What follows belongs to an exercise in optimizing a design on an open flow for small area, a short achievable clock period and few clock cycles per item; a production flow would make more cautious choices.
RTL that was checked went through simulation tests only; none was proved equivalent to the original.
Function not checked in runs 1 to 3: the RTL went through the layout flow alone.

**config.mk**
```make
export PLATFORM = sky130hd
export DESIGN_NAME = ysyx_divunit
export DESIGN_NICKNAME = ysyx_divunit
export VERILOG_FILES = /design/flow/design.v
export SDC_FILE = /design/flow/constraint.sdc
export NUM_CORES = 8
export LEC_CHECK = 0
export CAP_MARGIN = 20
export CORE_MARGIN = 2
export CORE_UTILIZATION = 50
export CTS_BUF_LIST = sky130_fd_sc_hd__clkbuf_4 sky130_fd_sc_hd__clkbuf_8
export CTS_CLUSTER_SIZE = 24
export PLACE_DENSITY = 0.6
export SETUP_SLACK_MARGIN = 5
export SLEW_MARGIN = 20
```
**constraint.sdc**
```tcl
create_clock -name core_clock -period 10.0 [get_ports {clk}]
set_input_delay 2.0000 -clock core_clock [delete_from_list [all_inputs] [get_ports {clk}]]
set_output_delay 2.0000 -clock core_clock [all_outputs]
set_load 0.01 [all_outputs]
```
**design.v**
```verilog
module ysyx_divunit (
    input             clk,
    input             rstn,
    input             div_valid,
    input             div_word,
    input             div_sign,
    input             alu_sec,
    input      [63:0] dividend,
    input      [63:0] divisor,
    output            res_rdy,
    output     [63:0] div_res
);
localparam S_IDLE = 3'd0, S_SHIFT = 3'd1, S_ITER = 3'd2, S_NEG = 3'd3, S_DONE = 3'd4;
reg  [2:0]  state;
reg  [63:0] rem;      
reg  [63:0] dn;       
reg  [63:0] quo;      
reg  [5:0]  cnt;      
reg  [5:0]  pa_r, pb_r;   
reg         va_r, na_r;
reg         vb_r, nb_r, sec_r, w_r, cin_r, negq_r, negr_r, done_r;
reg         at_r, bt_r;   
reg  [2:0]  f1, f0;
wire [63:0] a64 = div_word ? {{32{div_sign & dividend[31]}}, dividend[31:0]} : dividend;
wire [63:0] b64 = div_word ? {{32{div_sign & divisor[31]}},  divisor[31:0]}  : divisor;
wire        na  = div_sign & a64[63];
wire        nb  = div_sign & b64[63];
wire [63:0] xa  = a64 ^ {64{na}};    
wire [63:0] xb  = b64 ^ {64{nb}};    
function [6:0] msb64(input [63:0] x);
    reg [31:0] v1; reg [1*32-1:0] p1;
    reg [15:0] v2; reg [2*16-1:0] p2;
    reg [7:0]  v3; reg [3*8-1:0]  p3;
    reg [3:0]  v4; reg [4*4-1:0]  p4;
    reg [1:0]  v5; reg [5*2-1:0]  p5;
    integer i;
    begin
        for (i = 0; i < 32; i = i + 1) begin
            v1[i] = x[2*i+1] | x[2*i];
            p1[i] = x[2*i+1];
        end
        for (i = 0; i < 16; i = i + 1) begin
            v2[i] = v1[2*i+1] | v1[2*i];
            p2[2*i +: 2] = v1[2*i+1] ? {1'b1, p1[(2*i+1)*1 +: 1]} : {1'b0, p1[(2*i)*1 +: 1]};
        end
        for (i = 0; i < 8; i = i + 1) begin
            v3[i] = v2[2*i+1] | v2[2*i];
            p3[3*i +: 3] = v2[2*i+1] ? {1'b1, p2[(2*i+1)*2 +: 2]} : {1'b0, p2[(2*i)*2 +: 2]};
        end
        for (i = 0; i < 4; i = i + 1) begin
            v4[i] = v3[2*i+1] | v3[2*i];
            p4[4*i +: 4] = v3[2*i+1] ? {1'b1, p3[(2*i+1)*3 +: 3]} : {1'b0, p3[(2*i)*3 +: 3]};
        end
        for (i = 0; i < 2; i = i + 1) begin
            v5[i] = v4[2*i+1] | v4[2*i];
            p5[5*i +: 5] = v4[2*i+1] ? {1'b1, p4[(2*i+1)*4 +: 4]} : {1'b0, p4[(2*i)*4 +: 4]};
        end
        msb64 = {v5[1] | v5[0], v5[1] ? {1'b1, p5[9:5]} : {1'b0, p5[4:0]}};
    end
endfunction
wire [6:0] ma = msb64(xa);
wire [6:0] mb = msb64(xb);
wire       bz   = (pb_r == 6'd0) & ~vb_r & ~nb_r;              
wire [6:0] dab  = {1'b0, pa_r} - {1'b0, pb_r};                
wire       k0   = bz | (va_r ? (dab[6] & (~na_r | ~(&dab))) : (~na_r | (pb_r != 6'd0)));
wire [5:0] sdif = va_r ? dab[5:0] + {5'd0, na_r} : 6'd0;
wire        fl = ~nb_r;
wire [5:0]  sh = sdif;
wire [63:0] y0 = quo;
wire [63:0] y1 = sh[0] ? {y0[62:0], {1{fl}}}  : y0;
wire [63:0] y2 = sh[1] ? {y1[61:0], {2{fl}}}  : y1;
wire [63:0] y3 = sh[2] ? {y2[59:0], {4{fl}}}  : y2;
wire [63:0] y4 = sh[3] ? {y3[55:0], {8{fl}}}  : y3;
wire [63:0] y5 = sh[4] ? {y4[47:0], {16{fl}}} : y4;
wire [63:0] y6 = sh[5] ? {y5[31:0], {32{fl}}} : y5;
wire        q;
wire [64:0] sum;
add_pfx #(.N(65)) u_add (.a({at_r, rem}), .b({bt_r, dn}), .ci(cin_r), .s(sum), .co(q));
wire [63:0] t = sum[63:0];
wire        qb = q | (sum[64] & ~at_r);
wire last   = (cnt == 6'd0);
wire s_idle = (state == S_IDLE), s_iter = (state == S_ITER);
wire mvq    = s_iter & last & ~sec_r;                 
wire [63:0] alt = s_idle ? xa : (mvq ? {quo[62:0], qb} : rem);
reg  [2:0] nxt;
always @* begin
    nxt = state;
    case (state)
        S_IDLE:  if (div_valid) nxt = S_SHIFT;
        S_SHIFT: nxt = k0 ? ((sec_r & na_r) ? S_NEG : S_DONE) : S_ITER;
        S_ITER:  if (last) nxt = (negq_r | negr_r) ? S_NEG : S_DONE;
        S_NEG:   nxt = S_DONE;
        default: nxt = S_IDLE;
    endcase
end
wire [5:0] cnt_nxt  = (state == S_SHIFT) ? sdif : cnt - 6'd1;
wire       mvq_nxt  = (nxt == S_ITER) & (cnt_nxt == 6'd0) & ~sec_r;
always @(posedge clk or negedge rstn) begin
    if (!rstn) begin
        state  <= S_IDLE;
        done_r <= 1'b0;
        at_r   <= 1'b0;
        bt_r   <= 1'b0;
    end else begin
        state  <= nxt;
        done_r <= (nxt == S_DONE);
        at_r   <= (nxt == S_SHIFT) | (nxt == S_NEG) | ((nxt == S_ITER) & ~mvq_nxt);
        bt_r   <= (nxt == S_SHIFT) | (nxt == S_NEG);
    end
end
always @(posedge clk) begin
    dn  <= s_idle ? 64'd0 :
           (state == S_SHIFT) ? (k0 ? {64{1'b1}} : y6) :
           (s_iter & ~last) ? {1'b1, dn[63:1]} : {64{1'b1}};
    quo <= s_idle ? ~xb : (state == S_SHIFT) ? 64'd0 : {quo[62:0], qb};
end
always @(posedge clk) begin
    rem <= q ? t : alt;
    cnt <= cnt_nxt;
    case (state)
        S_IDLE: begin
            nb_r   <= nb;
            sec_r  <= alu_sec;
            w_r    <= div_word;
            cin_r  <= na;
            negq_r <= ~alu_sec & (na ^ nb);
            negr_r <= alu_sec & na;
            na_r   <= na;
            va_r   <= ma[6];
            vb_r   <= mb[6];
            pa_r   <= ma[5:0];
            pb_r   <= mb[6] ? mb[5:0] : 6'd0;
        end
        S_SHIFT: begin
            cin_r <= ~nb_r & ~k0;
            if (!k0 || sec_r) begin
                f1 <= 3'b111;
                f0 <= 3'b000;
            end else begin                 
                f1 <= {bz & ~na_r & ~w_r, bz & ~na_r, bz};
                f0 <= {bz & ~na_r & ~w_r, bz & ~na_r, bz};
            end
        end
        S_ITER: begin
            if (last) cin_r <= 1'b0;
        end
        S_NEG: begin
            f1 <= 3'b000;
            f0 <= {~w_r, 2'b11};
        end
        default: ;
    endcase
end
genvar gi;
generate
    for (gi = 0; gi < 64; gi = gi + 1) begin : g_out
        localparam integer G = (gi == 0) ? 0 : (gi < 32) ? 1 : 2;
        assign div_res[gi] = rem[gi] ? f1[G] : f0[G];
    end
endgenerate
assign res_rdy = done_r;
endmodule
module add_pfx #(parameter N = 64) (
    input  [N-1:0] a,
    input  [N-1:0] b,
    input          ci,
    output [N-1:0] s,
    output         co
);
localparam M = N + 1;    
reg [M-1:0] g, p;
integer d, i;
always @* begin
    g = {a & b, ci};
    p = {a ^ b, 1'b0};
    for (d = 1; d < M; d = d * 2)
        for (i = M-1; i >= 0; i = i - 1)
            if ((i / d) % 2 == 1) begin
                g[i] = g[i] | (p[i] & g[(i/d)*d - 1]);
                p[i] = p[i] & p[(i/d)*d - 1];
            end
end
assign s  = (a ^ b) ^ g[M-2:0];
assign co = g[M-1];
endmodule
```
**flow/run.sh**
```bash
#!/bin/bash
# The standard ORFS layout; the port buffers are buf_1 cells instead of the
# resizer's default pick (a delay buffer). Full make output goes to standard.log.
set -euo pipefail
bash standard.sh "BUFFER_PORTS_ARGS=-buffer_cell sky130_fd_sc_hd__buf_1" finish > standard.log 2>&1
```
**standard.sh**
```bash
#!/bin/bash
# synth_recipe.tcl (not shown) runs the flow's synth.tcl, then flattens the netlist and writes it again
# the make line also repeats each setting of config.mk as NAME=value (left out here)
make -C /OpenROAD-flow-scripts/flow DESIGN_CONFIG=/design/flow/config.mk WORK_HOME=/design/flow/orfs CLKGATE_MAP_FILE= SYNTH_SCRIPT=/design/flow/synth_recipe.tcl "${@:-finish}"
```
==> summary.md, run 1 <==
| Metric | Value |
|---|---|
| Worst-path clk slew | 0.07 ns |
| X dimension of the die | ~210 um |
| Fillers | ~3900 |
| Post-Route WL | 72.2 mm |
| Dpl hpwl | 55.8 mm |
| Final Hold Vio Count | 0 |
| CP Data Required Time | 10.34 ns |
| Post-Route Skew | 0.0175 ns |
| Most frequent cells after synthesis | mux2i_1, nand2_1, o21ai_0 |
| YS warnings | 2 |
| Port bufs | a little under 200 |
| Share of the synthesized area in the top cell type | 0.136 |
| Synthesis-stage register bit count | 231 |
| Global-route wire length before repair | 108 mm |
| Worst slack, placed | 4.24 ns |
| Area Growth Syn to Fin | 9.27% |
| Seq. cell area | around 5600 um^2 |
| Initial Util | 0.509 |
| Sequential area share after synthesis | 0.267 |
| Core area | 41000 um^2 |
| Die area | 43400 um^2 |
| Layout Cells excl Fill | 3129 |
| Clock Sinks | 231 |
| Post-DP Area | 21700 um^2 |
| Crit path kind | in2reg |
| Hold Path Depth | 2 |
| Mapped Nets | 2687 |
| Vias in the first global route | 18000 |
| CP startpoint | div_word |
| Synth cell types | 98 |
| RSZ-0062 raised after global routing | true |
| Post-CTS Hold Fix Bufs | 0 |
| Vias per cell | 6.19 |
| Synth async-reset ratio | 0.0260 |
| R2r setup slk | 5.53 ns |
| Syn Inst Count | 2472 |
| Slew @ Worst Pin | between 1 and 1.5 ns |
| Setup ws final | 5.14 ns |
| FP Rows | between 70 and 80 |
| Area leader, netlist | mux2i_1 |
| CP arrival | approximately 5.2 ns |
| Status | no timing/DRC/antenna violations |
| Initial antenna violation count | 0 |
| Main flop type after synthesis | dfxtp_1 |
| Hold WC Path Type | reg2reg |
| Routed wire length per instance | 23.1 um |
| Count of pins over their slew limit | 0 |
| Max-Cap Viols | 0 |
| Multi-input logic area | 14400 um^2 |
| Reg2Reg Depth | 12 |
| CTS buffer count | 43 |
| Synth Area per Inst | approximately 8.4 um^2 |
| R2R Path Start | pb_r[0] |
| Via count | roughly 19000 |
| DRT iter0 DRCs | between 1500 and 2000 |
| Antenna cells | 0 |
| Layout cells sized above 1 | 0.106 |
| DRC viols | 0 |
| Fmax | 206 MHz |
| Final setup fails | 0 |
| Placed Cells | 3050 |
| Largest net degree at the start of global routing | around 110 |
| Max clock buf depth | 3 |
| Die H | between 200 and 250 um |
| Clk latency of the worst-skew pair | 0.60 ns |
| # IOs | a little under 200 |
| Clock root buffer | clkbuf_8 |
| Slew HR | 0.274 |
| First-pass DRT Iterations | 5 |
| Top-count cell post-synth | mux2i_1 |
| All-Layer GR Usage | 0.323 |
| Critical Path End | pb_r[0] |
| # nets final | between 2000 and 3000 |
| CTS H-tree depth | 2 |
| Crit end category | flop |
| Post-Synthesis Cell Area | approximately 21000 um^2 |
| Min Tclk post-route | about 4.9 ns |
| Grt ovf | 0 |
| Crit start category | primary input |
| RR Endpoint | dn[57] |
| Synth area leaders | mux2i_1, edfxtp_1, dfxtp_1, xnor2_1, mux2_2 |
| Post-CTS Setup Inserts | 0 |
| Design Area, Final | 22800 um^2 |
| CTS tree | built |
| CP max FO | 65 |
| Final setup TNS | 0 ns |
| Final period util | 0.486 |
| Number of flops mapped to enable cells by yosys | between 90 and 100 |
| Final ANT Viol Nets | 0 |
| Final GP Congestion | 0.996 |
[layer usage]
layer / up-vias / track usage / wire length, um
li1: 9270 / - / -
met1: 9271 / 0.465 / 33600
met2: 724 / 0.487 / 31400
met3: 114 / 0.0560 / 5010
met4: 0 / 0.106 / 2180
met5: - / 0 / 0
[worst max-delay path: stages]
cell and delay (ns):
clkbuf_2 0.08, buf_6 0.36, mux2_4 0.35, nand2_4 0.37, inv_4 0.28, or3_1 0.43, a31oi_1 0.18, o21ai_1 0.08
o21a_1 0.21, a221o_1 0.30, o2bb2ai_1 0.13, o31ai_1 0.26, nand4_1 0.12
[cells in the final DEF (no fill, tap or decap), drive strengths merged, types with 9 or more instances in the layout]
master / count
a211oi: 18
or3: 23
clkinv: 14
xor2: 25
dfxtp: 134
o221a: 34
ha: 73
inv: 71
edfxtp: 91
or2: 10
clkbuf: 60
buf: 212
nand2b: 19
o31ai: 11
a21boi: 9
nor4: 15
nand2: 240
nor2: 191
nand3: 53
a21o: 23
nand4: 22
a221oi: 10
o21a: 10
o21ai: 208
mux2: 105
xnor2: 155
a22oi: 37
mux2i: 284
o211ai: 12
and3: 21
mux4: 9
nor3: 48
a21oi: 174
nor2b: 15
and2: 9
a31oi: 28
[stage by stage]
step,hold WS (ns),utilization
finish,0.473,0.556
global route,0.488,0.556
CTS,0.475,0.556
detailed placement,0.471,0.530
global placement,0.466,0.529
floorplan,0.440,-
[kinds of logic after synthesis]
kind of cell,share of synthesized area
simple gates,0.152
buf+inv,0.0493
flops,0.267
mux,0.203
compound gates,0.200
xor+xnor,0.0777
fa+ha+maj,0.0514
[state kept, by name, indices dropped and copies added, names as in the netlist, 3 cells and up]
register and cells:
quo 64, f0 3, f1 3, dn 64
state 3, cnt 6, rem 64, pb_r 6
pa_r 6
[layout make-up]
class	count	area share
Clock inverter	21	0.0135
Inverter	72	0.0121
Timing Repair Buffer	214	0.0383
Sequential cell	231	0.244
Multi-Input combinational cell	2001	0.630
Clock buffer	58	0.0333
Tap cell	532	0.0292
[how the worst min path moves through the flow]
stage | startpoint | end | slack [ns]
finish | quo[37] | quo[38] | 0.47
floorplan | quo[38] | quo[39] | 0.44
CTS | quo[36] | quo[37] | 0.48
global route | quo[36] | quo[37] | 0.49
global placement | quo[36] | quo[37] | 0.47
detailed placement | quo[36] | quo[37] | 0.47
[timing repair]
item                       CTS  global route
setup endpoints to repair    4             6
hold endpoints to repair     0             0
gates resized for setup      1             6
==> inputs of run 2 (changes only) <==
==> run.sh (new file) <==
#!/bin/bash
# synth_recipe.tcl (not shown) runs the flow's synth.tcl, then flattens the netlist and writes it again
# the make line also repeats each setting of config.mk as NAME=value (left out here)
make -C /OpenROAD-flow-scripts/flow DESIGN_CONFIG=/design/flow/config.mk WORK_HOME=/design/flow/orfs CLKGATE_MAP_FILE= SYNTH_SCRIPT=/design/flow/synth_recipe.tcl finish
--- a/config.mk
+++ b/config.mk
@@ -10,4 +10,2 @@
 export CORE_UTILIZATION = 50
-export CTS_BUF_LIST = sky130_fd_sc_hd__clkbuf_4 sky130_fd_sc_hd__clkbuf_8
-export CTS_CLUSTER_SIZE = 24
 export PLACE_DENSITY = 0.6
removed: flow/run.sh
removed: standard.sh
==> run 2 against run 1 <==
Against the previous run: still clean; critical path depth is the same; first-iteration DRC count grew 16%; global-route usage is essentially flat; die area is the same; synthesized cell count is the same; final cell count shrank 0.86%; synthesized area is the same; critical path type unchanged.
==> summary.md, run 2 <==
| Metric | Value |
|---|---|
| Most frequent cells after synthesis | mux2i_1, nand2_1, o21ai_0 |
| Slew HR | 0.271 |
| Vias in the first global route | 18300 |
| X dimension of the die | 208 um |
| Synthesis-stage register bit count | 231 |
| Crit start category | primary input |
| Post-Route Skew | ~0.025 ns |
| CTS buffer count | 28 |
| Mapped Nets | roughly 2700 |
| Largest regs | dn x64, quo x64, rem x64 |
| DRC viols | 0 |
| CP Data Required Time | 10.41 ns |
| # nets final | 2763 |
| Layout cells sized above 1 | 0.0969 |
| Crit path kind | in2reg |
| Initial antenna violation count | 0 |
| Post-CTS Setup Inserts | 0 |
| Final Hold Vio Count | 0 |
| Vias per cell | roughly 6.3 |
| Final ANT Viol Nets | 0 |
| Placed Cells | 3050 |
| Grt ovf | 0 |
| DRT iter0 DRCs | just over 2000 |
| Dpl hpwl | 55.8 mm |
| Antenna cells | 0 |
| FP Rows | 74 |
| Port bufs | about 200 |
| All-Layer GR Usage | 0.323 |
| Max-Cap Viols | 0 |
| RR Endpoint | dn[51] |
| Sequential area share after synthesis | 0.267 |
| Clock root buffer | clkbuf_16 |
| Area Growth Syn to Fin | 14.8% |
| Final setup fails | 0 |
| Global-route wire length before repair | 110 mm |
| Commonest non-fill, non-tap cells in the layout | mux2i_1, nand2_1, o21ai_0 |
| Post-CTS Hold Fix Bufs | 0 |
| Max clock buf depth | 3 |
| Largest net degree at the start of global routing | 99 |
| CTS H-tree depth | 1 |
| Clk latency of the worst-skew pair | 0.58 ns |
| Status | no timing/DRC/antenna violations |
| Most common cell after layout, fill and taps aside | mux2i_1 |
| Via count | about 19000 |
| Synth area leaders | mux2i_1, edfxtp_1, dfxtp_1, xnor2_1, mux2_2 |
| Initial Util | 0.509 |
| R2r setup slk | about 5.5 ns |
| Main flop type after synthesis | dfxtp_1 |
| CP arrival | 5.28 ns |
| CP max FO | 55 |
| First-pass DRT Iterations | 7 |
| Synth async-reset ratio | 0.0260 |
| Top-count cell post-synth | mux2i_1 |
| Count of pins over their slew limit | 0 |
| Critical Path End | pa_r[1] |
| Post-Synthesis Cell Area | 20900 um^2 |
| Syn Inst Count | 2472 |
| Routed wire length per instance | 23.2 um |
| Slew @ Worst Pin | 1.09 ns |
| Share of the synthesized area in the top cell type | 0.136 |
| Core area | 41000 um^2 |
| Synth Area per Inst | 8.45 um^2 |
| Number of flops mapped to enable cells by yosys | 91 |
| Reg2Reg Depth | 15 |
| CTS tree | built |
| RSZ-0062 raised after global routing | true |
| Die area | 43400 um^2 |
| YS warnings | 2 |
| Hold WC Path Type | reg2reg |
| Layout Cells excl Fill | 3102 |
| Crit end category | flop |
| R2R Path Start | pa_r[0] |
| Final period util | 0.487 |
| # IOs | 199 |
| Clock Sinks | about 230 |
| Worst hold slack | between 0.4 and 0.5 ns |
| Area leader, netlist | mux2i_1 |
| Synth cell types | 98 |
| Final GP Congestion | between 1 and 1.5 |
| Utilization after layout | 0.584 |
| Min Tclk post-route | about 5 ns |
| Final setup TNS | 0 ns |
| Post-Route WL | around 72 mm |
| Fmax | 205 MHz |
| CP startpoint | dividend[63] |
| Fillers | 3808 |
| Die H | roughly 210 um |
| Worst-path clk slew | 0.06 ns |
-- run 2: worst min path at each step --
stage	startpoint	endpoint	slack, ns	cells after the start
3_5_place_dp	quo[50]	quo[51]	0.47	2
6_report	quo[39]	quo[40]	0.48	2
5_1_grt	quo[38]	quo[39]	0.50	2
4_1_cts	quo[50]	quo[51]	0.47	2
2_1_floorplan	quo[38]	quo[39]	0.44	2
3_3_place_gp	quo[54]	quo[55]	0.46	2
-- run 2: routing by layer --
layer / track usage / part of all wire
met5: 0 / 0
met4: 0.102 / 0.033
met3: 0.0267 / 0.062
met2: 0.504 / 0.44
met1: 0.472 / 0.47
-- run 2: what timing repair did --
item	CTS	global route
endpoints found under the setup margin	6	6
gates resized for setup	8	7
cloned	0	0
-- run 2: cell families after synthesis --
| family | synth area share |
|---|---|
| DFF | 0.267 |
| adders and majority gates | 0.0514 |
| and+or+nand+nor | 0.152 |
| AOI/OAI and AO/OA | 0.200 |
| buffers and inverters | 0.0493 |
| xor gates and xnor gates | 0.0777 |
| muxes | 0.203 |
-- run 2: through the flow --
step | area, um^2 | setup slack (ns)
6_report | 24000 | 5.13
5_1_grt | 24000 | 4.89
2_1_floorplan | 20900 | 5.66
4_1_cts | 24000 | 5.04
3_5_place_dp | 22900 | 4.10
3_3_place_gp | 22900 | 4.15
-- run 2: critical path, cell delays in order --
cell             delay (ns)
clkdlybuf4s50_1        0.64
mux2_2                 0.31
nand2_8                0.17
inv_2                  0.16
buf_8                  0.36
nand2_1                0.14
o21ai_0                0.35
o21ai_0                0.15
a22oi_1                0.20
a211oi_1               0.08
o32ai_1                0.36
a31oi_1                0.15
nor3_1                 0.16
-- run 2: layout make-up --
class                      instances  area [um^2]  area share
inverter                          72          275      0.0115
multi-input combinational       2001        14400       0.600
clock inverter                    12         81.3     0.00339
sequential                       231         5570       0.232
timing repair buffer             214         2110      0.0878
tap                              532          666      0.0278
clock buffer                      40          892      0.0372
==> inputs of run 3 (changes only) <==
==> flow/run.sh (new file) <==
#!/bin/bash
# The standard ORFS layout; the port buffers are buf_1 cells instead of the
# resizer's default pick (a delay buffer). Full make output goes to standard.log.
set -euo pipefail
bash standard.sh "BUFFER_PORTS_ARGS=-buffer_cell sky130_fd_sc_hd__buf_1" SETUP_SLACK_MARGIN=5.5 finish > standard.log 2>&1
==> standard.sh (new file) <==
#!/bin/bash
# synth_recipe.tcl (not shown) runs the flow's synth.tcl, then flattens the netlist and writes it again
# the make line also repeats each setting of config.mk as NAME=value (left out here)
make -C /OpenROAD-flow-scripts/flow DESIGN_CONFIG=/design/flow/config.mk WORK_HOME=/design/flow/orfs CLKGATE_MAP_FILE= SYNTH_SCRIPT=/design/flow/synth_recipe.tcl "${@:-finish}"
removed: run.sh
==> run 3 against run 2 <==
Against the previous run: still clean; first-iteration DRC count down 4.8%; fmax up 12%; via count about the same; die area unchanged; clock skew about the same; largest cell class unchanged.
==> summary.md, run 3 <==
| Metric | Value |
|---|---|
| Hold Path Depth | 2 |
| Most frequent cells after synthesis | mux2i_1, nand2_1, o21ai_0 |
| Dpl hpwl | 55.8 mm |
| Fmax | roughly 230 MHz |
| Sequential area share after synthesis | 0.267 |
| Vias per cell | between 6 and 7 |
| YS warnings | 2 |
| Max clock buf depth | 3 |
| Synth async-reset ratio | 0.0260 |
| CP Data Required Time | between 10 and 15 ns |
| Min Tclk post-route | 4.36 ns |
| DRC viols | 0 |
| Crit start category | primary input |
| Port bufs | 198 |
| Final Hold Vio Count | 0 |
| Via count | 19400 |
| FP Rows | 74 |
| Synth area leaders | mux2i_1, edfxtp_1, dfxtp_1, xnor2_1, mux2_2 |
| Grt ovf | 0 |
| Area Growth Syn to Fin | 9.44% |
| Antenna cells | 0 |
| CP arrival | 4.64 ns |
| CP max stage cell | mux2_4 |
| Post-CTS Hold Fix Bufs | 0 |
| CTS H-tree depth | 1 |
| Final setup fails | 0 |
| Vias in the first global route | around 18000 |
| Syn Inst Count | 2472 |
| Clock Sinks | 231 |
| Slew HR | 0.286 |
| X dimension of the die | 208 um |
| Largest net degree at the start of global routing | 106 |
| Synth cell types | 98 |
| Area leader, netlist | mux2i_1 |
| Count of pins over their slew limit | 0 |
| Slowest Stage Delay on Critical Path | 0.38 ns |
| Post-Synthesis Cell Area | between 20000 and 25000 um^2 |
| Synth Area per Inst | approximately 8.4 um^2 |
| Largest regs | dn x64, quo x64, rem x64 |
| Die H | between 200 and 250 um |
| Clock root buffer | clkbuf_16 |
| CTS tree | built |
| Core area | 41000 um^2 |
| Synthesis-stage register bit count | 231 |
| Crit end category | flop |
| Worst-path clk slew | 0.06 ns |
| Layout Cells excl Fill | 3111 |
| Number of flops mapped to enable cells by yosys | 91 |
| Design Area, Final | between 20000 and 25000 um^2 |
| Reg2Reg Depth | 14 |
| Status | no timing/DRC/antenna violations |
| CP cell instances | clkbuf_4, buf_12, mux2_4, nand2_8, inv_2, buf_12, o311ai_0, a21boi_0, a2bb2oi_1, o21ai_0, o21ai_0, a31oi_1, a311o_1, o211ai_1 |
| Post-DP Area | 21700 um^2 |
| Final ANT Viol Nets | 0 |
| Layout cells sized above 1 | 0.0989 |
| CTS buffer count | 28 |
| Final period util | 0.436 |
| Main flop type after synthesis | dfxtp_1 |
| Commonest non-fill, non-tap cells in the layout | mux2i_1, nand2_1, buf_1 |
| RSZ-0062 raised after global routing | true |
| Top-count cell post-synth | mux2i_1 |
| Initial antenna violation count | 0 |
| Post-Route WL | 73.0 mm |
| Hold WC Path Type | reg2reg |
| Routed wire length per instance | 23.5 um |
| # IOs | 199 |
| Most common cell after layout, fill and taps aside | mux2i_1 |
| Global-route wire length before repair | 109 mm |
| Slew @ Worst Pin | 1.07 ns |
| Placed Cells | 3050 |
| Crit path kind | in2reg |
| Final GP Congestion | 0.996 |
| Max-Cap Viols | 0 |
| Die area | 43400 um^2 |
| All-Layer GR Usage | 0.321 |
| # nets final | 2772 |
| Mapped Nets | 2687 |
| First-pass DRT Iterations | 8 |
| Share of the synthesized area in the top cell type | 0.136 |
| Initial Util | 0.509 |
| CP max FO | 58 |
| DRT iter0 DRCs | 1960 |
| Final setup TNS | 0 ns |
| Clk latency of the worst-skew pair | ~0.56 ns |
| Post-Route Skew | 0.0255 ns |
-- run 3: cell counts after synthesis --
No cell type changed its count.
-- run 3: kinds of logic (layout without fill, tap and decap cells) --
logic type               after synthesis  in the layout  synth area share
AO/OA/AOI/OAI                        651            651             0.200
multiplexers                         398            398             0.203
buffers and inverters                240            345            0.0493
adder cells (fa/ha/maj)               81             81            0.0514
XOR/XNOR                             182            182            0.0777
AND/OR/NAND/NOR                      689            691             0.152
flip-flops                           231            231             0.267
-- run 3: final cells by class --
type / instances / area (um^2)
Tap cell: 532 / 666
Clock buffer: 49 / 881
Inverter: 72 / 284
Timing Repair Buffer: 221 / 988
Sequential cell: 231 / 5570
Multi-Input combinational cell: 2003 / 14500
Clock inverter: 3 / 15.0
Fill cell: 3914 / 18200
-- run 3: repair_timing --
| item | 4_1_cts | 5_1_grt |
|---|---|---|
| buffers inserted | 0 | 5 |
| cloned | 1 | 3 |
| setup endpoints to repair | 26 | 44 |
| pin swaps | 0 | 2 |
| gates resized for setup | 13 | 17 |
-- run 3: worst paths after layout --
path / start / end / slack [ns]
max in group asynchronous: rstn / state[1] / 8.37
worst min-delay path: quo[37] / quo[38] / 0.48
worst max register to register: pa_r[0] / dn[51] / 5.74
min in group asynchronous: rstn / at_r / 1.35
worst min register to register: quo[37] / quo[38] / 0.48
worst max-delay path: div_word / pa_r[0] / 5.64
-- run 3: routing by layer --
layer  up-vias  GRT usage  share of wire
li1       9258          -              -
met3       121     0.0411          0.070
met1      9293      0.469           0.46
met2       742      0.492           0.44
met5         -          0              0
met4         0     0.0963          0.031
-- run 3: metrics by stage --
step | hold slack [ns] | utilization | worst slack, ns
after floorplan | 0.440 | - | 5.66
after global placement | 0.466 | 0.529 | 4.27
after detailed placement | 0.471 | 0.530 | 4.24
after CTS | 0.476 | 0.553 | 5.53
after global routing | 0.490 | 0.557 | 5.47
final | 0.476 | 0.557 | 5.64
-- run 3: worst max-delay path, delay by kind of cell --
family / cells / cell delay [ns]
AND/OR/NAND/NOR: 1 / 0.16
buffers and inverters: 4 / 0.62
multiplexers: 1 / 0.38
AO/OA/AOI/OAI: 8 / 1.43
==> inputs of run 4 (changes only) <==
--- a/design.v
+++ b/design.v
@@ -29,3 +29,3 @@
 wire [63:0] xb  = b64 ^ {64{nb}};    
-function [6:0] msb64(input [63:0] x);
+function [14:0] msb64(input [63:0] x);    
     reg [31:0] v1; reg [1*32-1:0] p1;
@@ -57,7 +57,16 @@
         end
-        msb64 = {v5[1] | v5[0], v5[1] ? {1'b1, p5[9:5]} : {1'b0, p5[4:0]}};
+        msb64 = {v3, v5[1] | v5[0], v5[1] ? {1'b1, p5[9:5]} : {1'b0, p5[4:0]}};
     end
 endfunction
-wire [6:0] ma = msb64(xa);
-wire [6:0] mb = msb64(xb);
+wire [14:0] ma = msb64(xa);
+wire [14:0] mb = msb64(xb);
+wire [7:0] ab = ma[14:7], bb = mb[14:7];
+wire [7:0] ahi;    
+genvar gj;
+generate
+    for (gj = 0; gj < 8; gj = gj + 1) begin : g_ahi
+        assign ahi[gj] = |ab[7:gj];
+    end
+endgenerate
+wire       k0e = na ? |(bb[7:1] & ~ahi[6:0]) : |(bb & ~ahi);
 wire       bz   = (pb_r == 6'd0) & ~vb_r & ~nb_r;              
@@ -88,3 +97,3 @@
     case (state)
-        S_IDLE:  if (div_valid) nxt = S_SHIFT;
+        S_IDLE:  if (div_valid) nxt = k0e ? S_DONE : S_SHIFT;
         S_SHIFT: nxt = k0 ? ((sec_r & na_r) ? S_NEG : S_DONE) : S_ITER;
@@ -132,2 +141,4 @@
             pb_r   <= mb[6] ? mb[5:0] : 6'd0;
+            f1     <= alu_sec ? {~na & ~div_word, ~na, ~na} : 3'b000;
+            f0     <= alu_sec ? {na & ~div_word, na, na} : 3'b000;
         end
==> flow/run.sh (replaced) <==
#!/bin/bash
# The standard ORFS layout, with two changes: the port buffers are buf_1
# cells instead of the resizer's default pick (a delay buffer), and clock tree
# synthesis adds no dummy loads. Full make output goes to standard.log.
set -euo pipefail
bash standard.sh "BUFFER_PORTS_ARGS=-buffer_cell sky130_fd_sc_hd__buf_1" \
  "CTS_ARGS=-sink_clustering_enable -repair_clock_nets -dont_use_dummy_load" \
  finish > standard.log 2>&1
==> run 4 against run 3 <==
Against the previous run: still clean on timing, DRC and antenna; via count is 4.8% higher; sequential share of layout area is 0.20 points lower; register-to-register slack worse by 0.44 ns; non-clock buffer count is 5 higher.
==> summary.md, run 4 <==
| Metric | Value |
|---|---|
| CTS buffer count | 30 |
| Slowest Stage Delay on Critical Path | 0.62 ns |
| Final period util | 0.474 |
| # IOs | 199 |
| Synth Area per Inst | 8.24 um^2 |
| CP Data Required Time | about 10 ns |
| Crit start category | primary input |
| Reg2Reg Depth | 13 |
| R2R Path Start | pb_r[0] |
| Slew @ Worst Pin | 1.07 ns |
| Global-route wire length before repair | 113 mm |
| Post-Route Skew | 0.0632 ns |
| Syn Inst Count | 2583 |
| Largest net degree at the start of global routing | 100 |
| Hold Path Depth | 2 |
| CP cell instances | clkbuf_2, buf_4, nand2_8, a211oi_1, or4b_4, nor2_1, and3_1, inv_2, and4b_1, a221o_1, o211ai_2, a31oi_1, o31ai_1 |
| CP max FO | 44 |
| Clock root buffer | clkbuf_16 |
| Largest regs | dn x64, quo x64, rem x64 |
| CTS H-tree depth | 1 |
| DRT iter0 DRCs | 2160 |
| RSZ-0062 raised after global routing | false |
| Most common cell after layout, fill and taps aside | mux2i_1 |
| Worst slack, placed | 3.81 ns |
| Mapped Nets | roughly 2800 |
| Die area | 44200 um^2 |
| Setup ws final | 5.26 ns |
| Most frequent cells after synthesis | mux2i_1, a21oi_1, nand2_1 |
| Vias in the first global route | 18600 |
| Post-Route WL | about 76 mm |
| Core area | 41900 um^2 |
| First-pass DRT Iterations | 6 |
| CTS tree | built |
| Worst-path clk slew | 0.06 ns |
| Hold path startpoint | quo[19] |
| Number of flops mapped to enable cells by yosys | 91 |
| YS warnings | 2 |
| Port bufs | 198 |
| Antenna cells | 0 |
| All-Layer GR Usage | 0.332 |
| Crit end category | flop |
| FP Rows | 75 |
| Vias per cell | 6.37 |
| Grt met2 use | 0.497 |
| Area Growth Syn to Fin | 8.33% |
| Die H | 210 um |
| Slew HR | 0.288 |
| Top-count cell post-synth | mux2i_1 |
| Fillers | 4009 |
| Met1 Usage GRT | 0.498 |
| DRC viols | 0 |
| Synth area leaders | mux2i_1, edfxtp_1, dfxtp_1, xnor2_1, a21oi_1 |
| Final ANT Viol Nets | 0 |
| Crit path kind | in2reg |
| Area leader, netlist | mux2i_1 |
| R2r setup slk | 5.30 ns |
| Most Used Layer, Global Route | met1 |
| X dimension of the die | 210 um |
| Min Tclk post-route | 4.74 ns |
| # nets final | roughly 2900 |
| Met3 Track Usage GR | 0.0407 |
| Clock Sinks | 231 |
| Max clock buf depth | 3 |
| Fmax | 211 MHz |
| Synthesis-stage register bit count | between 200 and 250 |
| Clk latency of the worst-skew pair | roughly 0.58 ns |
| Dpl hpwl | between 50 and 60 mm |
| Final Hold Vio Count | 0 |
| Initial Util | 0.507 |
| Share of the synthesized area in the top cell type | 0.132 |
| CP max stage cell | or4b_4 |
| Synth cell types | 85 |
| Sequential area share after synthesis | 0.262 |
| Initial antenna violation count | 0 |
| Hold Path End | quo[20] |
| Post-Synthesis Cell Area | 21300 um^2 |
| Commonest non-fill, non-tap cells in the layout | mux2i_1, a21oi_1, o21ai_0 |
| Final setup fails | 0 |
| Hold WC Path Type | reg2reg |
| Via count | 20400 |
| Layout cells sized above 1 | 0.0825 |
| Final GP Congestion | 0.984 |
| Max-Cap Viols | 0 |
| Status | no timing/DRC/antenna violations |
| Synth async-reset ratio | 0.0260 |
| Grt ovf | 0 |
| CP arrival | 5.19 ns |
| Main flop type after synthesis | dfxtp_1 |
| Final setup TNS | 0 ns |
| RR Endpoint | dn[60] |
| Count of pins over their slew limit | 0 |
| Routed wire length per instance | 23.8 um |
## run 4: cell count changes after synthesis, moves of 10 or more
cell | before | now
a31oi_1 | 27 | 44
o221a_2 | 32 | 2
o21ai_1 | 12 | 2
nand2b_1 | 19 | 37
inv_1 | 67 | 77
buf_2 | 53 | 28
and4_1 | 4 | 16
a21oi_1 | 173 | 254
nor2_1 | 190 | 147
or2_2 | 4 | 14
o21ai_0 | 196 | 231
clkbuf_1 | 86 | 122
## run 4: metrics by stage
step | cells | hold WS, ns | utilization | area (um^2)
6_report | 3194 | 0.501 | 0.549 | 23000
5_1_grt | 3194 | 0.534 | 0.549 | 23000
4_1_cts | 3189 | 0.501 | 0.548 | 23000
3_5_place_dp | 3158 | 0.495 | 0.529 | 22200
3_3_place_gp | 3158 | 0.490 | 0.529 | 22200
2_1_floorplan | 2583 | 0.461 | - | 21300
## run 4: critical path, delay by kind of cell
family | cells | cell delay [ns]
AO/OA/AOI/OAI | 5 | 0.88
buffers and inverters | 3 | 0.44
AND/OR/NAND/NOR | 5 | 1.84
## run 4: worst max path at each step
stage	slack, ns	end	startpoint	depth (start not counted)
floorplan	5.54	done_r	div_word	11
global placement	3.93	state[2]	dividend[63]	12
detailed placement	3.81	state[2]	dividend[63]	12
CTS	5.02	rem[63]	rem[4]	12
global route	5.01	pa_r[0]	div_word	14
finish	5.26	at_r	div_sign	13
## run 4: what timing repair did
item / in CTS / in global routing
hold buffers: 0 / 0
pin swaps: 1 / 1
setup buffers: 0 / 3
gates cloned: 1 / 0
resized for setup: 7 / 6
endpoints found under the setup margin: 44 / 29
## run 4: layout make-up
type,count,area (um^2),share of cell area
flip-flops and latches,231,5570,0.241
repair inverters,1,5.00,0.000217
repair buffers,226,995,0.0432
well taps,539,674,0.0293
inverters,79,300,0.0130
clock buffers,30,751,0.0326
multi-input cells,2088,14800,0.640
## run 4: kinds of logic (layout without fill, tap and decap cells)
logic type / count (synthesis) / count (layout) / synth area share
mux: 386 / 386 / 0.191
compound gates: 761 / 761 / 0.215
fa+ha+maj: 81 / 81 / 0.0505
buf+inv: 264 / 336 / 0.0509
xor+xnor: 184 / 184 / 0.0770
simple gates: 676 / 676 / 0.153
flops: 231 / 231 / 0.262
## run 4: layer usage
layer | up-vias | wire, um
met1 | 9767 | 35600
met5 | - | 0
li1 | 9620 | -
met4 | 0 | 2170
met3 | 116 | 5760
met2 | 851 | 32300
Testbench counts of run 4, summed over its fixed seeds: cycles 37,018, divs 3,200.
==> inputs of run 5 (changes only) <==
--- a/flow/run.sh
+++ b/flow/run.sh
@@ -7,2 +7,2 @@
   "CTS_ARGS=-sink_clustering_enable -repair_clock_nets -dont_use_dummy_load" \
-  finish > standard.log 2>&1
+  SETUP_SLACK_MARGIN=6.0 finish > standard.log 2>&1
==> run 5 against run 4 <==
Against the previous run: global-route usage increased by 2.5 points; highest routed layer unchanged; still clean.
==> summary.md, run 5 <==
| Metric | Value |
|---|---|
| Mapped Nets | 2798 |
| Clock root buffer | clkbuf_16 |
| Slowest Stage Delay on Critical Path | 0.46 ns |
| Status | no timing/DRC/antenna violations |
| Commonest non-fill, non-tap cells in the layout | mux2i_1, a21oi_1, nand2_1 |
| Hold WC Path Type | reg2reg |
| Antenna cells | 0 |
| Synth async-reset ratio | 0.0260 |
| Crit start category | primary input |
| Clock Sinks | about 230 |
| Final setup fails | 0 |
| Routed wire length per instance | 25.3 um |
| Syn Inst Count | approximately 2600 |
| R2R Path Start | rem[4] |
| Via count | between 20000 and 25000 |
| Initial antenna violation count | 0 |
| Most common cell after layout, fill and taps aside | mux2i_1 |
| RR Endpoint | rem[63] |
| Port bufs | approximately 200 |
| Most frequent cells after synthesis | mux2i_1, a21oi_1, nand2_1 |
| Min Tclk post-route | 4.09 ns |
| Utilization after layout | 0.586 |
| First-pass DRT Iterations | 5 |
| Layout Cells excl Fill | 3257 |
| DRT iter0 DRCs | 2347 |
| Final Hold Vio Count | 0 |
| Die H | 210 um |
| Main flop type after synthesis | dfxtp_1 |
| Clk latency of the worst-skew pair | roughly 0.58 ns |
| CTS H-tree depth | 1 |
| Final period util | 0.409 |
| Top-count cell post-synth | mux2i_1 |
| Initial Util | 0.507 |
| CP cell instances | clkbuf_16, buf_12, buf_4, mux2i_2, o211ai_1, a221oi_2, and2_4, and4b_1, a221o_1, o211ai_2, a31oi_2, o31ai_1 |
| CTS tree | built |
| Synth area leaders | mux2i_1, edfxtp_1, dfxtp_1, xnor2_1, a21oi_1 |
| Grt ovf | 0 |
| Slew HR | 0.298 |
| Worst slack, placed | 3.91 ns |
| Layout cells sized above 1 | 0.133 |
| Max-Cap Viols | 0 |
| Synth Area per Inst | about 8.2 um^2 |
| Hold path startpoint | quo[14] |
| All-Layer GR Usage | 0.357 |
| Synthesis-stage register bit count | about 230 |
| Max clock buf depth | 3 |
| X dimension of the die | approximately 210 um |
| Slew @ Worst Pin | 1.05 ns |
| Core area | 41900 um^2 |
| FP Rows | between 70 and 80 |
| CP arrival | between 4 and 5 ns |
| Worst hold slack | 0.498 ns |
| Count of pins over their slew limit | 0 |
| Final ANT Viol Nets | 0 |
| CP Data Required Time | 10.44 ns |
| Final setup TNS | 0 ns |
| Largest regs | dn x64, quo x64, rem x64 |
| RSZ-0062 raised after global routing | true |
| Worst Path Buf+Inv | 3 |
| Hold Path End | quo[15] |
| CP delay by family, top | compound AO/OA/AOI/OAI gates |
| Crit path kind | in2reg |
| Post-Synthesis Cell Area | 21300 um^2 |
| Setup ws final | 5.91 ns |
| Placed Cells | ~3200 |
| Crit end category | flop |
| Sequential area share after synthesis | 0.262 |
| DRC viols | 0 |
| R2r setup slk | 6.07 ns |
| # nets final | 2935 |
| Global-route wire length before repair | 121 mm |
| Die area | approximately 44000 um^2 |
| Vias per cell | 6.45 |
| Dpl hpwl | 58.1 mm |
| Number of flops mapped to enable cells by yosys | 91 |
| Fmax | 244 MHz |
| Post-Route Skew | roughly 0.044 ns |
| Area Growth Syn to Fin | 15.5% |
| Post-Route WL | approximately 80 mm |
| Final GP Congestion | 1.00 |
| Vias in the first global route | roughly 19000 |
| CTS buffer count | 29 |
| Worst-path clk slew | 0.06 ns |
| Reg2Reg Depth | 13 |
| CP max FO | 5 |
| # IOs | 199 |
| Synth cell types | 85 |
| CP max stage cell | a221oi_2 |
| Largest net degree at the start of global routing | 91 |
| Share of the synthesized area in the top cell type | 0.132 |
| Area leader, netlist | mux2i_1 |
| Hold Path Depth | 2 |
| YS warnings | 2 |
==> run 5: cell types whose count changed in the layout (fill, tap and decap cells not counted), sizes merged <==
cell	delta
buf	+45
clkbuf	+1
o21ai	+1
bufbuf	+8
nand3	+2
nand2	+6
==> run 5: worst max-delay path by stage <==
| stage | from | endpoint | slack (ns) | cells past startpoint |
|---|---|---|---|---|
| after floorplan | div_word | done_r | 5.66 | 11 |
| after global placement | div_word | pb_r[1] | 3.95 | 13 |
| after detailed placement | div_word | pb_r[1] | 3.91 | 13 |
| after CTS | pa_r[0] | dn[47] | 5.92 | 15 |
| after global routing | div_word | done_r | 5.82 | 13 |
| final | div_word | at_r | 5.91 | 12 |
==> run 5: final cells by class <==
type | instances | area, um^2
timing repair inverter | 1 | 5.00
multi-input combinational | 2097 | 15400
fill | 3950 | 17400
sequential | 231 | 5570
inverter | 79 | 308
timing repair buffer | 281 | 1900
tap | 539 | 674
clock buffer | 29 | 726
==> run 5: cell families (layout without fill, tap and decap cells) <==
kind of cell	count (synthesis)	after routing	synth area share
muxes	386	386	0.191
AOI/OAI and AO/OA	761	762	0.215
xor gates and xnor gates	184	184	0.0770
and+or+nand+nor	676	684	0.153
buffers and inverters	264	390	0.0509
DFF	231	231	0.262
adders and majority gates	81	81	0.0505
==> run 5: routing by layer <==
layer	wire (um)	vias up	part of all wire	track usage
met4	3360	0	0.041	0.121
met5	0	-	0	0
li1	-	9762	-	-
met2	35600	958	0.43	0.547
met3	6200	176	0.075	0.0454
met1	37200	10100	0.45	0.517
==> run 5: through the flow <==
step / instance area (um^2)
finish: 24600
global route: 24600
CTS: 24100
detailed placement: 22300
global placement: 22300
floorplan: 21400
==> run 5: worst min-delay path, cell delays in order (launching register included) <==
cell and delay [ns]:
dfxtp_1 0.33, nand2_1 0.06, o21ai_0 0.06
==> run 5: repair_timing <==
action	4_1_cts	5_1_grt
pin swaps	21	26
hold buffers	0	0
gates resized for setup	107	52
gates cloned	17	4
setup buffers	30	17
endpoints found under the setup margin	280	124
==> inputs of run 6 (changes only) <==
--- a/flow/run.sh
+++ b/flow/run.sh
@@ -7,2 +7,2 @@
   "CTS_ARGS=-sink_clustering_enable -repair_clock_nets -dont_use_dummy_load" \
-  SETUP_SLACK_MARGIN=6.0 finish > standard.log 2>&1
+  SETUP_SLACK_MARGIN=6.5 finish > standard.log 2>&1
==> run 6 against run 5 <==
Against the previous run: final cell count grew 2.9%; fmax increased by 0.94%; die area did not move; design area up 13%; utilization up 7.3 points; global-route usage increased by 1.1 points; first-iteration DRC count increased by 12%; register-to-register slack barely moved; largest cell class unchanged.
==> summary.md, run 6 <==
| Metric | Value |
|---|---|
| Fillers | 3449 |
| Final setup TNS | 0 ns |
| Max-Cap Viols | 0 |
| Final period util | 0.406 |
| Syn Inst Count | ~2600 |
| R2r setup slk | 6.07 ns |
| Crit start category | primary input |
| Slew @ Worst Pin | 1.02 ns |
| Hold WC Path Type | reg2reg |
| Final setup fails | 0 |
| Main flop type after synthesis | dfxtp_1 |
| Grt ovf | 0 |
| Initial Util | 0.507 |
| Synth Area per Inst | 8.24 um^2 |
| Final Hold Vio Count | 0 |
| Critical Path End | done_r |
| Fmax | 247 MHz |
| Worst slack, placed | ~3.9 ns |
| Min Tclk post-route | a little over 4 ns |
| Core area | 41900 um^2 |
| # IOs | 199 |
| Post-Synthesis Cell Area | 21300 um^2 |
| Synth cell types | 85 |
| Largest regs | dn x64, quo x64, rem x64 |
| Crit path kind | in2reg |
| Global-route wire length before repair | between 100 and 150 mm |
| CTS tree | built |
| CP max stage cell | a221o_1 |
| # nets final | 3031 |
| DRC viols | 0 |
| Number of flops mapped to enable cells by yosys | 91 |
| Initial antenna violation count | 1 |
| First-pass DRT Iterations | 6 |
| Largest net degree at the start of global routing | 91 |
| YS warnings | 2 |
| Area Growth Syn to Fin | 30.0% |
| X dimension of the die | 210 um |
| CP startpoint | div_sign |
| Post-Route WL | 88.9 mm |
| Worst-path clk slew | roughly 0.060 ns |
| CP max FO | 23 |
| RR Endpoint | at_r |
| Routed wire length per instance | about 26 um |
| Count of pins over their slew limit | 0 |
| Setup ws final | 5.94 ns |
| Area leader, netlist | mux2i_1 |
| Most common cell after layout, fill and taps aside | nand2_1 |
| Share of the synthesized area in the top cell type | 0.132 |
| CP Data Required Time | 10.40 ns |
| FP Rows | 75 |
| R2R Path Start | state[2] |
| Antenna cells | 0 |
| CTS buffer count | 29 |
| CP arrival | 4.46 ns |
| Clock Sinks | 231 |
| DRT iter0 DRCs | between 2000 and 3000 |
| Sequential area share after synthesis | 0.262 |
| Clk latency of the worst-skew pair | 0.57 ns |
| Synth area leaders | mux2i_1, edfxtp_1, dfxtp_1, xnor2_1, a21oi_1 |
| Crit end category | flop |
| Layout cells sized above 1 | 0.252 |
| Most frequent cells after synthesis | mux2i_1, a21oi_1, nand2_1 |
| Reg2Reg Depth | 7 |
| All-Layer GR Usage | 0.367 |
| Synthesis-stage register bit count | 231 |
| Mapped Nets | approximately 2800 |
| Vias in the first global route | 20100 |
| Clock root buffer | clkbuf_16 |
| RSZ-0062 raised after global routing | true |
| Slowest Stage Delay on Critical Path | 0.38 ns |
| Die H | approximately 210 um |
| Vias per cell | 6.61 |
| Final ANT Viol Nets | 0 |
| Post-Route Skew | 0.0330 ns |
| Final GP Congestion | roughly 0.98 |
| Max clock buf depth | 3 |
| CP cell instances | clkbuf_16, bufbuf_16, a211o_1, o22ai_1, a21oi_2, buf_4, a21oi_1, o21ai_0, a221o_1, o211ai_2, nor2_2, a211oi_2, nor3_1 |
| Hold path startpoint | dn[41] |
| Commonest non-fill, non-tap cells in the layout | nand2_1, a21oi_1, o21ai_0 |
| Dpl hpwl | 57.6 mm |
| Via count | 22200 |
| Slew HR | 0.322 |
| Top-count cell post-synth | mux2i_1 |
| Die area | 44200 um^2 |
| CTS H-tree depth | 1 |
| Port bufs | 198 |
| Synth async-reset ratio | 0.0260 |
| Status | no timing/DRC/antenna violations |
-- run 6: cell counts after synthesis --
Identical to the previous run, type by type.
-- run 6: cell type report --
cell class | instances | area [um^2] | area share
clock buffers | 29 | 726 | 0.0262
repair buffers | 369 | 3280 | 0.119
multi-input cells | 2105 | 17100 | 0.618
repair inverters | 1 | 7.51 | 0.000271
well taps | 539 | 674 | 0.0244
inverters | 79 | 315 | 0.0114
flip-flops and latches | 231 | 5570 | 0.201
-- run 6: logic make-up (layout without fill, tap and decap cells) --
group           count (synthesis)  after routing  synth area share
flops                         231            231             0.262
mux                           386            386             0.191
fa+ha+maj                      81             81            0.0505
simple gates                  676            692             0.153
buf+inv                       264            478            0.0509
xor+xnor                      184            184            0.0770
compound gates                761            762             0.215
-- run 6: layer usage --
layer | global-route usage | vias to the layer above | share of wire
met2 | 0.568 | 1261 | 0.44
li1 | - | 9999 | -
met4 | 0.151 | 0 | 0.049
met5 | 0 | - | 0
met1 | 0.520 | 10700 | 0.42
met3 | 0.0447 | 252 | 0.092
-- run 6: stage by stage --
| step | hold WS, ns | util | instance area (um^2) | instances |
|---|---|---|---|---|
| floorplan | 0.461 | - | 21500 | 2583 |
| global placement | 0.492 | 0.531 | 22300 | 3159 |
| detailed placement | 0.490 | 0.532 | 22300 | 3159 |
| CTS | 0.507 | 0.609 | 25500 | 3291 |
| global route | 0.545 | 0.659 | 27700 | 3353 |
| finish | 0.505 | 0.659 | 27700 | 3353 |
-- run 6: how the worst min path moves through the flow --
stage	to	slack (ns)	cells past startpoint
6_report	dn[40]	0.51	2
5_1_grt	dn[41]	0.55	2
4_1_cts	quo[27]	0.51	2
3_5_place_dp	dn[41]	0.49	2
3_3_place_gp	quo[25]	0.49	2
2_1_floorplan	quo[15]	0.46	2
-- run 6: worst max-delay path, delay by kind of cell --
kind | cells | cell delay [ns]
compound gates | 8 | 1.65
buf+inv | 3 | 0.65
simple gates | 2 | 0.13
-- run 6: what timing repair did --
action | in CTS | in global routing
endpoints found under the setup margin | 312 | 273
pin swaps | 70 | 71
cloned | 25 | 13
hold buffers | 0 | 0
resized for setup | 284 | 366
setup buffers | 78 | 49
==> inputs of run 7 (changes only) <==
==> flow/run.sh (replaced) <==
#!/bin/bash
set -euo pipefail
bash standard.sh "BUFFER_PORTS_ARGS=-buffer_cell sky130_fd_sc_hd__buf_1" \
  "CTS_ARGS=-sink_clustering_enable -repair_clock_nets -dont_use_dummy_load" \
  SETUP_SLACK_MARGIN=5.75 finish > standard.log 2>&1
==> run 7 against run 6 <==
Against the previous run: first-iteration DRC count decreased by 12%; synthesized cell count stayed put; global-route usage decreased by 2.4 points; via count down 6.4%; wire length down 10%; critical path type unchanged; largest cell class unchanged.
==> summary.md, run 7 <==
| Metric | Value |
|---|---|
| Slew HR | 0.261 |
| Crit end category | flop |
| Dpl hpwl | 58.1 mm |
| Grt ovf | 0 |
| Fmax | 238 MHz |
| R2R Path Start | rem[4] |
| Crit path kind | in2reg |
| Final setup fails | 0 |
| CP startpoint | div_word |
| RSZ-0062 raised after global routing | true |
| Min Tclk post-route | about 4.2 ns |
| Count of pins over their slew limit | 0 |
| Post-Synthesis Cell Area | 21300 um^2 |
| Slowest Stage Delay on Critical Path | 0.52 ns |
| Die area | 44200 um^2 |
| Commonest non-fill, non-tap cells in the layout | mux2i_1, a21oi_1, o21ai_0 |
| Synth cell types | 85 |
| Crit start category | primary input |
| CP max stage cell | or4b_4 |
| Mapped Nets | roughly 2800 |
| DRT iter0 DRCs | 2305 |
| Synth Area per Inst | 8.24 um^2 |
| CP Data Required Time | 10.44 ns |
| Top-count cell post-synth | mux2i_1 |
| Global-route wire length before repair | between 100 and 150 mm |
| Synthesis-stage register bit count | 231 |
| Synth area leaders | mux2i_1, edfxtp_1, dfxtp_1, xnor2_1, a21oi_1 |
| CP cell instances | buf_2, buf_12, mux2i_4, or4b_4, a221oi_4, o211ai_1, a221o_1, a221o_1, o211ai_4, nor2_2, a211oi_2, nor3_1 |
| Number of flops mapped to enable cells by yosys | 91 |
| Port bufs | 198 |
| Clk latency of the worst-skew pair | 0.58 ns |
| Final period util | 0.420 |
| Core area | 41900 um^2 |
| Largest net degree at the start of global routing | 91 |
| First-pass DRT Iterations | 6 |
| Syn Inst Count | 2583 |
| R2r setup slk | 5.86 ns |
| Most used cell, CP | a221o_1 |
| Clock Sinks | 231 |
| DRC viols | 0 |
| Layout cells sized above 1 | 0.110 |
| X dimension of the die | between 200 and 250 um |
| Post-Route WL | 79.8 mm |
| Clock root buffer | clkbuf_16 |
| Largest regs | dn x64, quo x64, rem x64 |
| Slew @ Worst Pin | 1.11 ns |
| CTS tree | built |
| RR Endpoint | rem[7] |
| Initial Util | 0.507 |
| Initial antenna violation count | 0 |
| CTS H-tree depth | 1 |
| Vias per cell | 6.43 |
| Hold Path Depth | 2 |
| Final GP Congestion | 0.994 |
| Vias in the first global route | 18900 |
| YS warnings | 2 |
| Share of the synthesized area in the top cell type | 0.132 |
| Synth async-reset ratio | 0.0260 |
| Die H | 210 um |
| Max clock buf depth | 3 |
| Via count | 20800 |
| # IOs | between 150 and 200 |
| Post-Route Skew | between 0.05 and 0.06 ns |
| FP Rows | 75 |
| Most frequent cells after synthesis | mux2i_1, a21oi_1, nand2_1 |
| # nets final | between 2000 and 3000 |
| CTS buffer count | 28 |
| Final Hold Vio Count | 0 |
| Hold path startpoint | dn[41] |
| Antenna cells | 0 |
| Hold WC Path Type | reg2reg |
| Routed wire length per instance | 24.7 um |
| Post-CTS Hold Fix Bufs | 0 |
| Hold Path End | dn[40] |
| Sequential area share after synthesis | 0.262 |
| Area leader, netlist | mux2i_1 |
| Final setup TNS | 0 ns |
| Post-DP Area | 22200 um^2 |
| Design Area, Final | approximately 24000 um^2 |
| Area Growth Syn to Fin | 12.1% |
| Reg2Reg Depth | 13 |
| Final ANT Viol Nets | 0 |
| Status | no timing/DRC/antenna violations |
| Worst-path clk slew | around 0.050 ns |
| Main flop type after synthesis | dfxtp_1 |
| All-Layer GR Usage | 0.343 |
| CP max FO | 8 |
| Most common cell after layout, fill and taps aside | mux2i_1 |
| Max-Cap Viols | 0 |
| CP arrival | 4.64 ns |
## run 7: worst max-delay path by stage
stage | endpoint | slack, ns | cells after the start
finish | done_r | 5.80 | 12
global route | dn[45] | 5.64 | 13
CTS | done_r | 5.70 | 12
detailed placement | done_r | 4.20 | 13
global placement | pb_r[1] | 4.24 | 14
floorplan | done_r | 5.66 | 11
## run 7: logic make-up (layout without fill, tap and decap cells)
kind of cell    Yosys count  after routing  synth area share
fa+ha+maj                81             81            0.0505
buf+inv                 264            364            0.0509
flops                   231            231             0.262
mux                     386            386             0.191
simple gates            676            682             0.153
xor+xnor                184            184            0.0770
compound gates          761            761             0.215
## run 7: through the flow
stage / instances / utilization / setup WS [ns] / hold slack (ns)
4_1_cts: 3197 / 0.556 / 5.70 / 0.506
3_3_place_gp: 3159 / 0.530 / 4.24 / 0.499
2_1_floorplan: 2583 / - / 5.66 / 0.461
3_5_place_dp: 3159 / 0.530 / 4.20 / 0.489
5_1_grt: 3228 / 0.569 / 5.64 / 0.534
6_report: 3228 / 0.569 / 5.80 / 0.508
## run 7: critical path, delay by kind of cell
family / cells / cell delay, ns
AOI/OAI and AO/OA: 6 / 1.44
buffers and inverters: 2 / 0.30
muxes: 1 / 0.22
and+or+nand+nor: 3 / 0.66
## run 7: layout make-up
cell class / count / area (um^2)
inverters: 79 / 303
well taps: 539 / 674
repair buffers: 256 / 1500
clock buffers: 28 / 701
multi-input cells: 2094 / 15100
repair inverters: 1 / 5.00
flip-flops and latches: 231 / 5570
fillers: 4024 / 18100
## run 7: per-layer routing
| metal | track usage | vias to the layer above | routed length [um] |
|---|---|---|---|
| met5 | 0 | - | 0 |
| met4 | 0.105 | 0 | 2750 |
| met3 | 0.0340 | 136 | 5510 |
| met2 | 0.526 | 928 | 35000 |
| met1 | 0.507 | 9990 | 36600 |
| li1 | - | 9698 | - |
## run 7: timing repair
| item | CTS | global route |
|---|---|---|
| cloned | 8 | 8 |
| gates resized for setup | 45 | 53 |
| setup buffers | 2 | 22 |
| pin swaps | 2 | 17 |
| setup endpoints to repair | 179 | 150 |
==> inputs of run 8 (changes only) <==
--- a/config.mk
+++ b/config.mk
@@ -9,4 +9,4 @@
 export CORE_MARGIN = 2
-export CORE_UTILIZATION = 50
-export PLACE_DENSITY = 0.6
+export CORE_UTILIZATION = 60
+export PLACE_DENSITY = 0.7
 export SETUP_SLACK_MARGIN = 5
==> run 8 against run 7 <==
Against the previous run: first-iteration DRC count up 15%; hold slack worse by 0.024 ns; non-clock buffer count down 12; still clean on timing, DRC and antenna; count of clock-buffer cells in the layout down 1; highest routed layer unchanged; critical path type unchanged; sequential share of layout area up 0.16 points; fmax down 0.14%; critical path depth unchanged.
==> summary.md, run 8 <==
| Metric | Value |
|---|---|
| CP max FO | 5 |
| CP startpoint | dividend[50] |
| Vias in the first global route | 19000 |
| Crit end category | flop |
| Met3 Track Usage GR | 0.0593 |
| Routed wire length per instance | approximately 24 um |
| RSZ-0062 raised after global routing | true |
| DRT iter0 DRCs | ~2600 |
| Dpl hpwl | 54.7 mm |
| Main flop type after synthesis | dfxtp_1 |
| Die area | about 37000 um^2 |
| Slew @ Worst Pin | roughly 1.2 ns |
| Share of the synthesized area in the top cell type | 0.132 |
| Synth cell types | between 80 and 90 |
| Crit start category | primary input |
| Initial antenna violation count | 1 |
| Synthesis-stage register bit count | 231 |
| Synth async-reset ratio | 0.0260 |
| CTS H-tree depth | 1 |
| CTS buffer count | 27 |
| R2R Path Start | va_r |
| Synth area leaders | mux2i_1, edfxtp_1, dfxtp_1, xnor2_1, a21oi_1 |
| Hold WC Path Type | reg2reg |
| Most common cell after layout, fill and taps aside | mux2i_1 |
| Sequential area share after synthesis | 0.262 |
| Fmax | 238 MHz |
| Grt ovf | 0 |
| Count of pins over their slew limit | 0 |
| YS warnings | 2 |
| Die H | between 150 and 200 um |
| DRC viols | 0 |
| Number of flops mapped to enable cells by yosys | between 90 and 100 |
| Vias per cell | 6.76 |
| First-pass DRT Iterations | 6 |
| Slowest Stage Delay on Critical Path | 0.60 ns |
| Min Tclk post-route | 4.21 ns |
| CTS tree | built |
| Max clock buf depth | 3 |
| Largest regs | dn x64, quo x64, rem x64 |
| Fillers | 2914 |
| Clock Sinks | 231 |
| Syn Inst Count | 2583 |
| Worst-path clk slew | 0.06 ns |
| FP Rows | between 60 and 70 |
| Post-Route WL | 75.8 mm |
| Most Used Layer, Global Route | met2 |
| Final Hold Vio Count | 0 |
| Port bufs | slightly below 200 |
| Max-Cap Viols | 0 |
| Worst slack, placed | around 4.2 ns |
| Most frequent cells after synthesis | mux2i_1, a21oi_1, nand2_1 |
| # IOs | 199 |
| CP Data Required Time | 10.40 ns |
| Core area | 34700 um^2 |
| Mapped Nets | 2798 |
| Final GP Congestion | 1.01 |
| Area leader, netlist | mux2i_1 |
| Final ANT Viol Nets | 0 |
| Status | no timing/DRC/antenna violations |
| Antenna cells | 0 |
| Met1 Usage GRT | 0.558 |
| Via count | approximately 21000 |
| Post-CTS Hold Fix Bufs | 0 |
| Largest net degree at the start of global routing | 100 |
| Final period util | 0.421 |
| R2r setup slk | 5.79 ns |
| Top-count cell post-synth | mux2i_1 |
| Final setup fails | 0 |
| Synth Area per Inst | 8.24 um^2 |
==> run 8: worst min-delay path by stage <==
stage / cells past startpoint / endpoint / startpoint / slack, ns
floorplan: 2 / quo[15] / quo[14] / 0.46
global placement: 2 / dn[58] / dn[59] / 0.49
detailed placement: 2 / dn[58] / dn[59] / 0.48
CTS: 2 / dn[58] / dn[59] / 0.49
global route: 2 / dn[58] / dn[59] / 0.53
finish: 2 / dn[58] / dn[59] / 0.48
==> run 8: worst max-delay path: cells and delay by family <==
kind,cells,cell delay [ns]
and+or+nand+nor,5,1.53
AOI/OAI and AO/OA,5,0.70
buffers and inverters,2,0.37
==> run 8: repair_timing <==
action                                  4_1_cts  5_1_grt
pin swaps                                     6       12
resized for setup                            46       63
setup buffers                                 7       10
cloned                                       10        4
endpoints found under the setup margin      189      138
==> run 8: layer usage <==
layer,part of all wire,up-vias
li1,-,9671
met1,0.43,10000
met2,0.44,1256
met3,0.097,200
met4,0.039,0
met5,0,-
==> run 8: area by class of cell <==
type,instances,area [um^2],area share
Multi-Input combinational cell,2093,15100,0.639
Sequential cell,231,5570,0.235
Timing Repair inverter,1,5.00,0.000211
Inverter,79,305,0.0129
Tap cell,455,569,0.0240
Timing Repair Buffer,244,1440,0.0606
Clock buffer,27,676,0.0285
==> run 8: logic make-up after synthesis <==
family / after synthesis / synth area share
compound gates: 761 / 0.215
xor+xnor: 184 / 0.0770
fa+ha+maj: 81 / 0.0505
buf+inv: 264 / 0.0509
flops: 231 / 0.262
mux: 386 / 0.191
simple gates: 676 / 0.153
==> run 8: through the flow <==
stage               instances  hold WS (ns)   util  cell area, um^2
finish                   3130         0.484  0.682            23700
global route             3130         0.529  0.682            23700
CTS                      3116         0.490  0.671            23300
detailed placement       3072         0.481  0.637            22100
global placement         3072         0.490  0.636            22100
floorplan                2583         0.461      -            21300

## port drivers added, routing unchanged
No port has a modelled driver above. Below, the same layouts with a new extraction and two added sets of constraints.
Step 1 assumes that a clkbuf_16 drives the clock port and a buf_2 every other input.
Step 2, shift: input delay + t, output delay - t, t = (earliest + latest rising clock arrival at the registers) / 2. This alone moves slack from input paths to output paths.
a / b / c = ideal / step 1 / step 2; a / b = the first two.
run | t, ns | slack for setup (ns) | pins driven straight from the clock port
run 1 | 0.653 | 5.141 / 5.176 / 4.523 | 1
run 2 | 0.626 | 5.131 / 5.169 / 4.543 | 1
run 3 | 0.616 | 5.643 / 5.683 / 5.067 | 1
run 4 | 0.613 | 5.263 / 5.302 / 4.689 | 1
run 5 | 0.615 | 5.905 / 5.923 / 5.308 | 1
run 6 | 0.623 | 5.943 / 5.968 / 5.345 | 1
run 7 | 0.609 | 5.800 / 5.830 / 5.225 | 1
run 8 | 0.595 | 5.794 / 5.795 / 5.236 | 1
After both steps setup and hold are still met in every run listed. The setup slack of run 1, which loses most, moves by +0.035 ns with the drivers and by -0.618 ns with both steps.
